Background: an optimization exercise with open tools, aiming at small area and a short achievable clock period. Do not read the settings as production practice.
In this exercise RTL edits were held to simulation tests only and were not proved equivalent to the original.
Power and IR drop assume default switching activity.

==> flow/design.v (outline; a module is shown in full before it is edited, if it fits) <==
// module Vertex_RS: 68 lines
// module Vertex_PE_A: 1126 lines
// module Vertex_PE_B: 49 lines
// module Vertex_PE: 16 lines
// module Vertex_Unit: 111 lines
module Vertex_Unit(
    input clk,
    input reset,
    input Bank2RS_in_sos,
    input Bank2RS_in_eos,
    input [16-1:0] Bank2RS_in_FV_data_0,
    input [16-1:0] Bank2RS_in_FV_data_1,
    input [16-1:0] Bank2RS_in_FV_data_2,
    input [16-1:0] Bank2RS_in_FV_data_3,
    input [$clog2(128)-1:0] Bank2RS_in_Node_id,
    input [$clog2(32)-1:0] start_idx,
    input Vertex_buf_idle,
    input complete,
    input [16-1:0] Weight_data_in_0,
    input [16-1:0] Weight_data_in_1,
    input [16-1:0] Weight_data_in_2,
    input [16-1:0] Weight_data_in_3,
    output logic [16-1:0] vertex_data_0,
    output logic [16-1:0] vertex_data_1,
    output logic [16-1:0] vertex_data_2,
    output logic [16-1:0] vertex_data_3,
    output logic [$clog2(128)-1:0] vertex_Node_id_0,
    output logic [$clog2(128)-1:0] vertex_Node_id_1,
    output logic [$clog2(128)-1:0] vertex_Node_id_2,
    output logic [$clog2(128)-1:0] vertex_Node_id_3,
    output logic fire,
    output logic RS_available,
    output logic Vertex_RS_empty
);
  // ...
==> flow/run.sh <==
#!/bin/bash
# synth_recipe.tcl (not shown) runs the flow's synth.tcl, then flattens the netlist and writes it again
# the make line also repeats each setting of config.mk as NAME=value (left out here)
make -C /OpenROAD-flow-scripts/flow DESIGN_CONFIG=/design/flow/config.mk WORK_HOME=/design/flow/orfs CLKGATE_MAP_FILE= SYNTH_SCRIPT=/design/flow/synth_recipe.tcl finish
==> flow/config.mk <==
export PLATFORM = sky130hd
export DESIGN_NAME = Vertex_Unit
export DESIGN_NICKNAME = Vertex_Unit
export VERILOG_FILES = /design/flow/design.v
export SDC_FILE = /design/flow/constraint.sdc
export NUM_CORES = 4
export LEC_CHECK = 0
export CAP_MARGIN = 40
export CORE_MARGIN = 2
export CORE_UTILIZATION = 35
export PLACE_DENSITY = 0.5
export SETUP_SLACK_MARGIN = 5
export SLEW_MARGIN = 40
export TNS_END_PERCENT = 5
==> flow/constraint.sdc <==
create_clock -name core_clock -period 10.0 [get_ports {clk}]
set_input_delay 2.0000 -clock core_clock [delete_from_list [all_inputs] [get_ports {clk}]]
set_output_delay 2.0000 -clock core_clock [all_outputs]
set_load 0.01 [all_outputs]
==> flow_metrics.tcl, run 1 <==
set metrics [dict create \
    outcome "finished clean" \
    largest_reg_flops 2048 \
    final-setup-viol-count 0 \
    max_cap_violations 0 \
    inverters_excl_clock 884 \
    grt_setup_unrepaired "yes" \
    timing.rr.start "rs.F[81]$_DFF_PN0_" \
    place_area_sq_mm 0.164 \
    seq_area_frac 0.404 \
    report.final.slew_viol_count 0 \
    cts.path.max_buffers 4 \
    met1_usage 0.387 \
    cts.htree.levels 5 \
    wire_length_on_met1_um 266000 \
    synth_top_family_by_area "compound AO/OA/AOI/OAI gates" \
    post_synth_inst_count 13800 \
    grt_busiest_layer "met2" \
    cts-root-buf "clkbuf_16" \
    mappedNetlistArea_sq_mm 0.155 \
    kind_of_start_point_of_the_critical_path "primary input" \
    synth_top_area_share 0.398 \
    grt_antenna_before_repair 25 \
    final_net_count 14900 \
    critPathKind "in2reg" \
    core_footprint_sq_mm 0.441 \
    num-nonclk-buffers 970 \
    post_route_cells_drive_above_1_share 0.167 \
    drt_first_pass_iters 9 \
]
==> module Vertex_Unit, before the edit <==
module Vertex_Unit(
    input clk,
    input reset,
    input Bank2RS_in_sos,
    input Bank2RS_in_eos,
    input [16-1:0] Bank2RS_in_FV_data_0,
    input [16-1:0] Bank2RS_in_FV_data_1,
    input [16-1:0] Bank2RS_in_FV_data_2,
    input [16-1:0] Bank2RS_in_FV_data_3,
    input [$clog2(128)-1:0] Bank2RS_in_Node_id,
    input [$clog2(32)-1:0] start_idx,
    input Vertex_buf_idle,
    input complete,
    input [16-1:0] Weight_data_in_0,
    input [16-1:0] Weight_data_in_1,
    input [16-1:0] Weight_data_in_2,
    input [16-1:0] Weight_data_in_3,
    output logic [16-1:0] vertex_data_0,
    output logic [16-1:0] vertex_data_1,
    output logic [16-1:0] vertex_data_2,
    output logic [16-1:0] vertex_data_3,
    output logic [$clog2(128)-1:0] vertex_Node_id_0,
    output logic [$clog2(128)-1:0] vertex_Node_id_1,
    output logic [$clog2(128)-1:0] vertex_Node_id_2,
    output logic [$clog2(128)-1:0] vertex_Node_id_3,
    output logic fire,
    output logic RS_available,
    output logic Vertex_RS_empty
);
logic st_rx, st_wv, st_wvb;
logic [1:0] ptr;
logic [2:0] bc;
wire st_idle = ~(st_rx | st_wv | st_wvb);
wire we = (st_idle & Bank2RS_in_sos) | st_rx;
assign fire = st_rx & Bank2RS_in_eos & (ptr == 2'd3);
assign RS_available = st_idle & ~Bank2RS_in_sos;
assign Vertex_RS_empty = st_idle & (ptr == 2'd0);
always_ff @(posedge clk or negedge reset) begin
    if (!reset) begin
        st_rx <= 1'b0;
        st_wv <= 1'b0;
        st_wvb <= 1'b0;
        ptr <= 2'd0;
        bc <= 3'd0;
    end else if (st_idle) begin
        if (Bank2RS_in_sos) begin
            st_rx <= 1'b1;
            bc <= 3'd1;
        end
    end else if (st_rx) begin
        if (Bank2RS_in_eos) begin
            st_rx <= 1'b0;
            bc <= 3'd0;
            if (ptr == 2'd3) st_wv <= 1'b1;
            ptr <= ptr + 2'd1;
        end else begin
            bc <= bc + 3'd1;
        end
    end else if (st_wv) begin
        if (complete) begin
            st_wv <= 1'b0;
            st_wvb <= 1'b1;
        end
    end else begin
        if (Vertex_buf_idle) st_wvb <= 1'b0;
    end
end
logic [3:0][6:0] nid;
always_ff @(posedge clk or negedge reset) begin
    if (!reset) nid <= '0;
    else if (st_idle & Bank2RS_in_sos) nid[ptr] <= Bank2RS_in_Node_id;
end
logic v1, v2;
always_ff @(posedge clk or negedge reset) begin
    if (!reset) begin
        v1 <= 1'b0;
        v2 <= 1'b0;
    end else begin
        v1 <= st_wv;
        v2 <= v1;
    end
end
logic [3:0][3:0][15:0] F;
Vertex_RS rs(
    .clk(clk), .reset(reset),
    .we(we), .wslot(ptr), .wbeat(bc),
    .wdata({Bank2RS_in_FV_data_3, Bank2RS_in_FV_data_2, Bank2RS_in_FV_data_1, Bank2RS_in_FV_data_0}),
    .rd(st_wv), .idx(start_idx), .F(F)
);
logic [3:0][15:0] vd;
genvar n;
generate
for (n = 0; n < 4; n++) begin : g_pe
    Vertex_PE pe(
        .clk(clk), .reset(reset),
        .W0(Weight_data_in_0), .W1(Weight_data_in_1),
        .W2(Weight_data_in_2), .W3(Weight_data_in_3),
        .F0(F[n][0]), .F1(F[n][1]), .F2(F[n][2]), .F3(F[n][3]),
        .y(vd[n])
    );
end
endgenerate
assign vertex_data_0 = vd[0];
assign vertex_data_1 = vd[1];
assign vertex_data_2 = vd[2];
assign vertex_data_3 = vd[3];
assign vertex_Node_id_0 = v2 ? nid[0] : 7'd0;
assign vertex_Node_id_1 = v2 ? nid[1] : 7'd0;
assign vertex_Node_id_2 = v2 ? nid[2] : 7'd0;
assign vertex_Node_id_3 = v2 ? nid[3] : 7'd0;
endmodule
==> run 2: changes to the inputs <==
--- a/flow/design.v
+++ b/flow/design.v
@@ -1303,7 +1303,31 @@
 wire st_idle = ~(st_rx | st_wv | st_wvb);
 wire we = (st_idle & Bank2RS_in_sos) | st_rx;
-assign fire = st_rx & Bank2RS_in_eos & (ptr == 2'd3);
-assign RS_available = st_idle & ~Bank2RS_in_sos;
-assign Vertex_RS_empty = st_idle & (ptr == 2'd0);
+logic busy, last, nonempty;
+assign fire = last & Bank2RS_in_eos;
+assign RS_available = ~(busy | Bank2RS_in_sos);
+assign Vertex_RS_empty = ~nonempty;
+always_ff @(posedge clk or negedge reset) begin
+    if (!reset) begin
+        busy <= 1'b0;
+        last <= 1'b0;
+        nonempty <= 1'b0;
+    end else if (st_idle) begin
+        if (Bank2RS_in_sos) begin
+            busy <= 1'b1;
+            last <= (ptr == 2'd3);
+            nonempty <= 1'b1;
+        end
+    end else if (st_rx) begin
+        if (Bank2RS_in_eos) begin
+            busy <= (ptr == 2'd3);
+            last <= 1'b0;
+        end
+    end else if (st_wvb) begin
+        if (Vertex_buf_idle) begin
+            busy <= 1'b0;
+            nonempty <= 1'b0;
+        end
+    end
+end
 always_ff @(posedge clk or negedge reset) begin
     if (!reset) begin
--- a/flow/config.mk
+++ b/flow/config.mk
@@ -9,4 +9,5 @@
 export CORE_MARGIN = 2
 export CORE_UTILIZATION = 35
+export MIN_ROUTING_LAYER = met2
 export PLACE_DENSITY = 0.5
 export SETUP_SLACK_MARGIN = 5
==> run 2 against run 1 <==
  * The flow now stops in global routing (5_1_grt)
  * Area after synthesis is 0.20% lower
  * Synthesized cell count shrank 0.95%
==> flow_metrics.tcl, run 2 <==
set metrics [dict create \
    finalWeightedCongestion 1.06 \
    post_cts_hold_buffer_count 0 \
    ys_top_cells_by_count "2048 x edfxtp_1, 1201 x nand2_1, 957 x clkbuf_1" \
    hpwlAfterDp_um 450000 \
    std_cell_rows 243 \
    cts.path.max_buffers 4 \
    outcome "did not finish" \
    synth-seq-cells 2529 \
    async_reset_ff_frac 0.190 \
    yosysWarningCount 3 \
    synth-seq-area-share 0.477 \
    stop_stage "global routing (5_1_grt)" \
    avgSynthCellArea_sq_um 11.3 \
    error "[ERROR GRT-0232] Routing congestion too high. Check the congestion heatmap in the GUI." \
    mappedNetlistArea_sq_mm 0.154 \
    cts-root-buf "clkbuf_16" \
    cts_made_buffers 288 \
    synth_nets 14800 \
    yosys.area.top_type "edfxtp_1" \
    maximum_number_of_pins_on_one_net_before_global_route_repair 146 \
    ys_types 81 \
    initial_core_util 0.352 \
    post_synth_inst_count 13600 \
    synth.top_cells.by_area "edfxtp_1 40%, fa_1 12%, dfrtp_1 7.8%" \
    ioPinCount 241 \
    buffer_ports.inserted 240 \
    synth_enable_flop_cells 2048 \
    clock_sinks 2529 \
    chipHeight_um 668 \
    die_x_um 668 \
    ys.flop_type "edfxtp_1" \
    synth_top_area_share 0.399 \
    track_usage 0.483 \
    post-synth-top-count-cell "edfxtp_1" \
    cts.htree.levels 5 \
    globalRouteOverflowTotal 5 \
]
[run 2: layer usage]
layer,global-route usage,GRT overflow
met1,-,-
met2,0.513,3
met3,0.586,0
met4,0.267,2
met5,0.401,0
[run 2: metrics by stage]
stage	worst slack, ns	util	instances	power (mW)	area, sq um
2_1_floorplan	4.02	-	13600	28.0	158000
3_3_place_gp	2.69	0.374	18900	36.0	164000
3_5_place_dp	2.71	0.375	18900	36.1	164000
4_1_cts	4.51	0.407	19600	47.1	178000
[run 2: cell families after synthesis]
group           Yosys count  share of synthesized area
compound gates         3737                      0.169
simple gates           2725                     0.0812
flops                  2529                      0.477
buf+inv                2191                     0.0556
fa+ha+maj              1129                      0.135
xor+xnor                731                     0.0418
mux                     587                     0.0401
[run 2: how the worst max path moves through the flow]
stage,end,slack (ns),cells past startpoint
CTS,g_pe[2].pe.rows_q[46]$_DFF_PN0_,4.51,14
floorplan,g_pe[3].pe.rows_q[16]$_DFF_PN0_,4.02,17
global placement,g_pe[2].pe.rows_q[27]$_DFF_PN0_,2.69,18
detailed placement,g_pe[3].pe.rows_q[27]$_DFF_PN0_,2.71,18
[run 2: repair_timing]
item	4_1_cts
resized for setup	466
setup endpoints to repair	230
endpoints found under the hold margin	0
gates cloned	60
buffers inserted	87
pin swaps	51
[run 2: power groups by stage]
stage	clock network [mW]	logic (mW)	registers, mW
floorplan	0	14.5	13.5
detailed placement	0	22.2	14.0
global placement	0	22.0	14.0
CTS	10.7	22.7	13.8
==> run 3: changes to the inputs <==
--- a/flow/config.mk
+++ b/flow/config.mk
@@ -9,4 +9,6 @@
 export CORE_MARGIN = 2
 export CORE_UTILIZATION = 35
+export CTS_CLUSTER_DIAMETER = 120
+export CTS_CLUSTER_SIZE = 30
 export MIN_ROUTING_LAYER = met2
 export PLACE_DENSITY = 0.5
==> run 3 against run 2 <==
  * The run again fails in global routing (5_1_grt)
  * Synthesized cell count unchanged
  * Area after synthesis did not move
==> flow_metrics.tcl, run 3 <==
set metrics [dict create \
    outcome "did not finish" \
    stop_stage "global routing (5_1_grt)" \
    error "[ERROR GRT-0232] Routing congestion too high. Check the congestion heatmap in the GUI." \
    globalRouteOverflowTotal 1 \
    yosys.area.top_type "edfxtp_1" \
    synth_simple_gate_area_share 0.0812 \
    maximum_number_of_pins_on_one_net_before_global_route_repair 146 \
    dpl_worst_slack_ns 2.71 \
    post_synth_xor_area_fraction 0.0418 \
    ys_types 81 \
    track_usage 0.485 \
    cts.path.max_buffers 4 \
    mappedNetlistArea_sq_mm 0.154 \
    synth_enable_flop_cells 2048 \
    synth.top_cells.by_area "edfxtp_1 40%, fa_1 12%, dfrtp_1 7.8%" \
    synth-adder-area-share 0.135 \
    synth-seq-cells 2529 \
    synth_compound_gate_area_share 0.169 \
    post-place-cells 18900 \
    synth_top_area_share 0.399 \
    cts-root-buf "clkbuf_16" \
    buffer_ports.inserted 240 \
    hpwlAfterDp_um 450000 \
    std_cell_rows 243 \
    place_area_sq_mm 0.164 \
    ioPinCount 241 \
    post_cts_hold_buffer_count 0 \
    ys.flop_type "edfxtp_1" \
    synth_nets 14800 \
    die_x_um 668 \
    clock_sinks 2529 \
    finalWeightedCongestion 1.06 \
    ys_top_cells_by_count "2048 x edfxtp_1, 1201 x nand2_1, 957 x clkbuf_1" \
    cts.htree.levels 3 \
    initial_core_util 0.352 \
    async_reset_ff_frac 0.190 \
    post_synth_inst_count 13600 \
    post-synth-top-count-cell "edfxtp_1" \
    yosysWarningCount 3 \
    synth.mux.area_fraction 0.0401 \
    synth_top_family_by_area "compound AO/OA/AOI/OAI gates" \
    chipHeight_um 668 \
    cts_made_buffers 113 \
    synth-seq-area-share 0.477 \
    avgSynthCellArea_sq_um 11.3 \
]
run 3: cell counts after synthesis:
No cell type changed its count.
run 3: power by group through the flow:
stage	clock network (mW)	logic [mW]	registers [mW]
floorplan	0	14.5	13.5
detailed placement	0	22.2	14.0
global placement	0	22.0	14.0
CTS	6.04	22.6	13.7
run 3: logic make-up after synthesis:
family,Yosys count
adders and majority gates,1129
xor gates and xnor gates,731
DFF,2529
and+or+nand+nor,2725
muxes,587
AOI/OAI and AO/OA,3737
buffers and inverters,2191
run 3: worst min-delay path by stage:
| stage | endpoint | slack (ns) | cells after the start |
|---|---|---|---|
| CTS | v2$_DFF_PN0_ | 0.36 | 0 |
| detailed placement | v2$_DFF_PN0_ | 0.34 | 0 |
| global placement | v2$_DFF_PN0_ | 0.33 | 0 |
| floorplan | v2$_DFF_PN0_ | 0.33 | 0 |
run 3: metal layers:
layer / GRT usage / GRT overflow
met5: 0.403 / 0
met4: 0.265 / 0
met3: 0.585 / 0
met2: 0.518 / 1
met1: - / -
run 3: what timing repair did:
action | 4_1_cts
gates resized for setup | 486
gates cloned | 60
buffers inserted | 73
pin swaps | 47
setup endpoints to repair | 216
endpoints found under the hold margin | 0
==> run 4: changes to the inputs <==
--- a/flow/config.mk
+++ b/flow/config.mk
@@ -9,7 +9,6 @@
 export CORE_MARGIN = 2
 export CORE_UTILIZATION = 35
-export CTS_CLUSTER_DIAMETER = 120
-export CTS_CLUSTER_SIZE = 30
-export MIN_ROUTING_LAYER = met2
+export CTS_CLUSTER_DIAMETER = 80
+export CTS_CLUSTER_SIZE = 20
 export PLACE_DENSITY = 0.5
 export SETUP_SLACK_MARGIN = 5
==> run 4 against run 3 <==
  * The run now finishes clean
  * Synthesized cell count unchanged
  * Area after synthesis stayed put
==> flow_metrics.tcl, run 4 <==
set metrics [dict create \
    track_usage 0.292 \
    synth.top_cells.by_area "edfxtp_1 40%, fa_1 12%, dfrtp_1 7.8%" \
    finClkSkew_ns 0.0839 \
    area_delta_synth_final_pct 14.7 \
    hpwlAfterDp_um 442000 \
    via_count_of_the_first_global_routing_pass 109000 \
    die_area_sq_mm 0.446 \
    grt_setup_unrepaired "yes" \
    synth_top_area_share 0.399 \
    endpoint_kind_of_the_worst_setup_timing_path "register" \
    mappedNetlistArea_sq_mm 0.154 \
    drc 0 \
    worstPathMaxFanout 13 \
    crit_chain "buf_16 -> buf_16 -> nand3_1 -> a21oi_1 -> o21ai_0 -> fa_2 -> fa_2 -> fa_2 -> fa_2 -> fa_1 -> inv_2 -> ha_4 -> o21ai_0 -> nand2b_1 -> a21o_1" \
    cts-root-buf "clkbuf_16" \
    layout_commonest_cell "edfxtp_1" \
    synth_nets 14800 \
    cts_tree "done" \
    n_fill_cell 42000 \
    worstPathArrival_ns 6.31 \
    post-route-min-period_ns 5.49 \
    clock_sinks 2529 \
    post-synth-top-count-cell "edfxtp_1" \
    viasPerCell 6.01 \
    post_synth_inst_count 13600 \
    async_reset_ff_frac 0.190 \
    globalRouteOverflowTotal 0 \
    cts_made_buffers 169 \
    yosysWarningCount 3 \
    wl_um 678000 \
    holdCritPathClass "reg2reg" \
    synth_enable_flop_cells 2048 \
    ys.flop_type "edfxtp_1" \
    wire_length_of_the_first_global_routing_pass_um 912000 \
    fmaxAchievable_mhz 182 \
    drt_iter0_drc 17500 \
    drt_first_pass_iters 9 \
    p_per_area_mw_per_mm2 249 \
    tightestPinTransition_ns 1.01 \
    critPathRequiredTime_ns 10.82 \
    synth-seq-area-share 0.477 \
    clock_latency_ns 0.96 \
    worst_hold_slack_ns 0.355 \
    cpPeakStageDelay_ns 0.59 \
    cts.path.max_buffers 4 \
    grt_antenna_before_repair 39 \
    ys_types 81 \
    critPathKind "in2reg" \
    power.static_leakage_nw 62.2 \
    final.setup.worst_slack_ns 4.51 \
    chipHeight_um 668 \
    yosys.area.top_type "edfxtp_1" \
    post_drt_wl_per_cell_um 34.9 \
    final_net_count 14600 \
    min_period_over_period 0.549 \
    cts.htree.levels 4 \
    avgSynthCellArea_sq_um 11.3 \
    die_x_um 668 \
    timing.critical_path.mode_cell "fa_2" \
    dpl_worst_slack_ns 2.69 \
    std_cell_rows 243 \
    initial_core_util 0.352 \
    reg.largest.list "rs.data (2048), rs.F (256), g_pe.pe.rows_q (152)" \
    ioPinCount 241 \
    finalWeightedCongestion 0.937 \
    vdd_ir_drop_max_uv 372 \
    finalHoldViolations 0 \
    max_cap_violations 0 \
    core_footprint_sq_mm 0.438 \
    synth-seq-cells 2529 \
    post_route_cells_drive_above_1_share 0.149 \
    layout_common_cells "2048 x edfxtp_1, 1197 x nand2_1, 834 x a22oi_1, 803 x inv_1, 717 x fa_1" \
    largest-register "rs.data" \
    maximum_number_of_pins_on_one_net_before_global_route_repair 142 \
    num_vias 117000 \
    buffer_ports.inserted 240 \
    kind_of_start_point_of_the_critical_path "primary input" \
    final-setup-viol-count 0 \
    outcome "finished clean" \
    report.final.slew_viol_count 0 \
    ys_top_cells_by_count "2048 x edfxtp_1, 1201 x nand2_1, 957 x clkbuf_1" \
    postRouteAntennaNets 0 \
    cts_clock_pin_slew_for_the_worst_setup_and_hold_paths_ns 0.09 \
    largest_reg_flops 2048 \
    cp_slowest_cell "fa_2" \
    setup-tns-final_ns 0 \
    max_slew_margin 0.322 \
]
-- run 4: cell counts after synthesis --
No cell type changed its count.
-- run 4: path summary, 6_finish.rpt --
| path | from | endpoint | slack [ns] | cells after the start |
|---|---|---|---|---|
| setup reg to reg | rs.F[161]$_DFF_PN0_ | g_pe[2].pe.rows_q[27]$_DFF_PN0_ | 4.55 | 14 |
| hold / removal | v1$_DFF_PN0_ | v2$_DFF_PN0_ | 0.36 | 0 |
| hold reg to reg | v1$_DFF_PN0_ | v2$_DFF_PN0_ | 0.36 | 0 |
| setup / recovery | Weight_data_in_2[0] | g_pe[2].pe.rows_q[16]$_DFF_PN0_ | 4.51 | 15 |
| min in group asynchronous | reset | busy$_DFFE_PN0P_ | 0.99 | 1 |
| max in group asynchronous | reset | g_pe[3].pe.rows_q[3]$_DFF_PN0_ | 6.89 | 4 |
-- run 4: stage by stage --
| step | power, mW | cell area (sq um) | instances | utilization |
|---|---|---|---|---|
| 3_3_place_gp | 35.8 | 164000 | 18900 | 0.374 |
| 5_1_grt | 46.8 | 177000 | 19400 | 0.403 |
| 3_5_place_dp | 36.1 | 164000 | 18900 | 0.375 |
| 2_1_floorplan | 28.0 | 158000 | 13600 | - |
| 4_1_cts | 43.8 | 175000 | 19400 | 0.399 |
| 6_report | 44.0 | 177000 | 19400 | 0.403 |
-- run 4: repair_timing --
item | in CTS | in global routing
setup endpoints to repair | 195 | 189
gates cloned | 74 | 24
setup buffers | 101 | 32
pin swaps | 75 | 54
gates resized for setup | 592 | 203
hold buffers | 0 | 0
-- run 4: layout make-up --
cell class	instances	area, sq um	area share
timing repair buffer	961	12100	0.0684
timing repair inverter	1	16.3	0.0000920
clock inverter	45	649	0.00367
sequential	2529	73600	0.416
clock buffer	222	4480	0.0253
antenna	26	65.1	0.000368
multi-input combinational	8909	75200	0.425
inverter	874	3470	0.0196
tap	5880	7360	0.0416
-- run 4: cell families (layout without fill, tap and decap cells) --
kind of cell             after synthesis  in the layout  synth area share
adder cells (fa/ha/maj)             1129           1129             0.135
other                                  0             26                 0
buffers and inverters               2191           2103            0.0556
XOR/XNOR                             731            731            0.0418
AND/OR/NAND/NOR                     2725           2725            0.0812
AO/OA/AOI/OAI                       3737           3737             0.169
multiplexers                         587            587            0.0401
flip-flops                          2529           2529             0.477
-- run 4: per-layer routing --
layer | share of wire | track usage
met3 | 0.10 | 0.0700
met5 | 0.00024 | 0
met1 | 0.40 | 0.386
met2 | 0.43 | 0.442
met4 | 0.070 | 0.155
-- run 4: power by group --
| group | total (mW) | switching [mW] | internal [mW] | leakage (nW) |
|---|---|---|---|---|
| registers | 13.8 | 0.943 | 12.8 | 24.7 |
| clock network | 7.25 | 3.88 | 3.36 | 2.47 |
| logic | 23.0 | 13.7 | 9.34 | 35.0 |
| total | 44.0 | 18.5 | 25.5 | 62.2 |
-- run 4: critical path: cells and delay by family --
kind | cells | cell delay, ns
adder cells (fa/ha/maj) | 6 | 2.79
AO/OA/AOI/OAI | 4 | 0.75
buffers and inverters | 3 | 0.42
AND/OR/NAND/NOR | 2 | 0.19
==> run 5: changes to the inputs <==
--- a/flow/config.mk
+++ b/flow/config.mk
@@ -9,6 +9,6 @@
 export CORE_MARGIN = 2
 export CORE_UTILIZATION = 35
-export CTS_CLUSTER_DIAMETER = 80
-export CTS_CLUSTER_SIZE = 20
+export CTS_CLUSTER_DIAMETER = 100
+export CTS_CLUSTER_SIZE = 25
 export PLACE_DENSITY = 0.5
 export SETUP_SLACK_MARGIN = 5
==> run 5 against run 4 <==
  * Global-route usage decreased by 0.77 points
  * Worst setup slack got worse by 0.11 ns
  * Synthesized cell count stayed put
  * Hold slack better by 0.0032 ns
  * Via count shrank 0.40%
  * Sequential power is essentially flat
  * Combinational power about the same
==> flow_metrics.tcl, run 5 <==
set metrics [dict create \
    ys_top_cells_by_count "2048 x edfxtp_1, 1201 x nand2_1, 957 x clkbuf_1" \
    worstPathArrival_ns 6.41 \
    holdCritPathClass "reg2reg" \
    timing.rr.start "rs.F[178]$_DFF_PN0_" \
    outcome "finished clean" \
    final_util 0.399 \
    die_x_um 668 \
    post_route_cells_drive_above_1_share 0.143 \
    wire_length_of_the_first_global_routing_pass_um 892000 \
    largest_reg_flops 2048 \
    r2r_setup_slack_ns 4.51 \
    worst_hold_slack_ns 0.358 \
    pwr-share-clk 0.152 \
    endpoint_kind_of_the_worst_setup_timing_path "register" \
    max_slew_margin 0.332 \
    drt_first_pass_iters 9 \
    track_usage 0.284 \
    cts.htree.levels 4 \
    final-setup-viol-count 0 \
    tightestPinTransition_ns 0.998 \
    post-place-cells 18900 \
    fmaxAchievable_mhz 178 \
    finalWeightedCongestion 0.937 \
    dpl_worst_slack_ns 2.69 \
    async_reset_ff_frac 0.190 \
    internal-power_mw 24.9 \
    report.final.slew_viol_count 0 \
    swShare 0.424 \
    p_per_area_mw_per_mm2 247 \
    layout_commonest_cell "edfxtp_1" \
    finalHoldViolations 0 \
    yosysWarningCount 3 \
    final.setup.worst_slack_ns 4.39 \
    synth-seq-cells 2529 \
    chipHeight_um 668 \
    reg2reg_to "g_pe[2].pe.rows_q[27]$_DFF_PN0_" \
    drc 0 \
    min_period_over_period 0.561 \
    setup-tns-final_ns 0 \
    ys_types 81 \
    largest-register "rs.data" \
    std_cell_rows 243 \
    area_delta_synth_final_pct 13.4 \
    avgSynthCellArea_sq_um 11.3 \
    via_count_of_the_first_global_routing_pass 108000 \
    vdd_ir_drop_max_uv 370 \
    report.power.total_mw 43.2 \
    synth-seq-area-share 0.477 \
    cts-root-buf "clkbuf_16" \
    drt_iter0_drc 17100 \
    worstHoldEndpoint "v2$_DFF_PN0_" \
    worstPathMaxFanout 27 \
    synth_enable_flop_cells 2048 \
    power.static_leakage_nw 61.3 \
    netSwitchingPower_mw 18.3 \
    die_area_sq_mm 0.446 \
    finClkSkew_ns 0.0499 \
    synth.top_cells.by_area "edfxtp_1 40%, fa_1 12%, dfrtp_1 7.8%" \
    yosys.area.top_type "edfxtp_1" \
    final_cell_count_without_fillers 19400 \
    buffer_ports.inserted 240 \
    register_share_of_total_power 0.319 \
    post-synth-top-count-cell "edfxtp_1" \
    mappedNetlistArea_sq_mm 0.154 \
    cts.path.max_buffers 4 \
    place_area_sq_mm 0.164 \
    finalInstanceArea_sq_mm 0.175 \
    critPathKind "in2reg" \
    post-route-min-period_ns 5.61 \
    maximum_number_of_pins_on_one_net_before_global_route_repair 142 \
    post_synth_inst_count 13600 \
    synth_top_area_share 0.399 \
    critPathRequiredTime_ns 10.81 \
    final_net_count 14600 \
    postRouteAntennaNets 0 \
    max_cap_violations 0 \
    worst_hold_path_cells 0 \
    ys.flop_type "edfxtp_1" \
    core_footprint_sq_mm 0.438 \
    grt_antenna_before_repair 38 \
    kind_of_start_point_of_the_critical_path "primary input" \
    post_cts_hold_buffer_count 0 \
    min-delay-start "v1$_DFF_PN0_" \
    cts_tree "done" \
    globalRouteOverflowTotal 0 \
    cts_made_buffers 141 \
    grt_setup_unrepaired "yes" \
    hpwlAfterDp_um 442000 \
    num_vias 116000 \
    clock_latency_ns 0.94 \
    cts_clock_pin_slew_for_the_worst_setup_and_hold_paths_ns 0.10 \
    synth_nets 14800 \
    post_drt_wl_per_cell_um 34.6 \
    initial_core_util 0.352 \
    clock_sinks 2529 \
    p_comb_frac 0.529 \
    layout_common_cells "2048 x edfxtp_1, 1198 x nand2_1, 833 x a22oi_1, 807 x inv_1, 721 x fa_1" \
    viasPerCell 6.01 \
    reg2reg_depth 15 \
    reg.largest.list "rs.data (2048), rs.F (256), g_pe.pe.rows_q (152)" \
    ioPinCount 241 \
    wl_um 669000 \
]
[run 5: what timing repair did]
action | 4_1_cts | 5_1_grt
resized for setup | 453 | 226
buffers inserted | 48 | 62
endpoints found under the setup margin | 204 | 204
pin swaps | 32 | 60
cloned | 47 | 35
[run 5: metal layers]
metal,vias up,routed length (um),GRT usage
met5,-,171,0
met4,24,44300,0.132
met3,1371,65700,0.0587
met2,6619,293000,0.438
met1,59400,266000,0.383
li1,49000,-,-
[run 5: critical path, stage by stage]
cell	delay [ns]
buf_12	0.15
buf_16	0.23
maj3_1	0.36
o221ai_2	0.30
fa_1	0.48
fa_2	0.38
fa_2	0.49
fa_2	0.42
fa_1	0.54
fa_1	0.54
inv_2	0.04
ha_4	0.15
ha_4	0.20
[run 5: kinds of logic after synthesis]
group	count (synthesis)	synth area share
AOI/OAI and AO/OA	3737	0.169
xor gates and xnor gates	731	0.0418
adders and majority gates	1129	0.135
buffers and inverters	2191	0.0556
DFF	2529	0.477
muxes	587	0.0401
and+or+nand+nor	2725	0.0812
[run 5: power groups by stage]
stage	logic, mW	clock network [mW]	registers [mW]
detailed placement	22.1	0	14.0
finish	22.9	6.58	13.8
CTS	22.6	6.70	13.7
global placement	21.9	0	14.0
global route	25.2	7.01	13.9
floorplan	14.5	0	13.5
[run 5: cell type report]
class	instances	area (sq um)
fillers	42200	263000
diodes	30	75.1
multi-input cells	8909	75000
well taps	5880	7360
repair buffers	922	11200
inverters	874	3440
flip-flops and latches	2529	73600
clock buffers	186	3760
repair inverters	1	11.3
clock inverters	42	567
[run 5: worst max-delay path by stage]
| stage | from | to | slack, ns |
|---|---|---|---|
| after global placement | Weight_data_in_1[2] | g_pe[0].pe.rows_q[16]$_DFF_PN0_ | 2.70 |
| after detailed placement | Weight_data_in_2[10] | g_pe[2].pe.rows_q[28]$_DFF_PN0_ | 2.69 |
| final | Weight_data_in_3[6] | g_pe[2].pe.rows_q[27]$_DFF_PN0_ | 4.39 |
| after floorplan | Weight_data_in_0[6] | g_pe[3].pe.rows_q[16]$_DFF_PN0_ | 4.02 |
| after CTS | Weight_data_in_2[1] | g_pe[2].pe.rows_q[27]$_DFF_PN0_ | 4.56 |
| after global routing | Weight_data_in_2[1] | g_pe[2].pe.rows_q[27]$_DFF_PN0_ | 4.41 |

[re-timing with driven ports]
The flow's constraints put no driver on any port. The routed layouts listed below were extracted and timed again, unchanged, in two steps.
Step 1, drivers: a clkbuf_16 drives clk and a buf_2 each remaining input, both assumed.
Step 2, shift: input delay + t, output delay - t, t = (earliest + latest rising clock arrival at the registers) / 2. This alone moves slack from input paths to output paths.
a / b / c = ideal ports / drivers / drivers and shift; a / b = the first two.
run	shift t [ns]	setup WS [ns]	latest minus earliest clock arrival (ns)
run 1	1.039	4.483 / 4.311 / 3.272	0.083 / 0.083
run 4	1.030	4.510 / 4.294 / 3.264	0.086 / 0.086
run 5	1.026	4.395 / 4.344 / 3.318	0.058 / 0.058
After both steps every run listed still meets setup and hold. For run 4, which loses most, drivers alone change the setup slack by -0.216 ns; drivers and shift together by -1.246 ns.
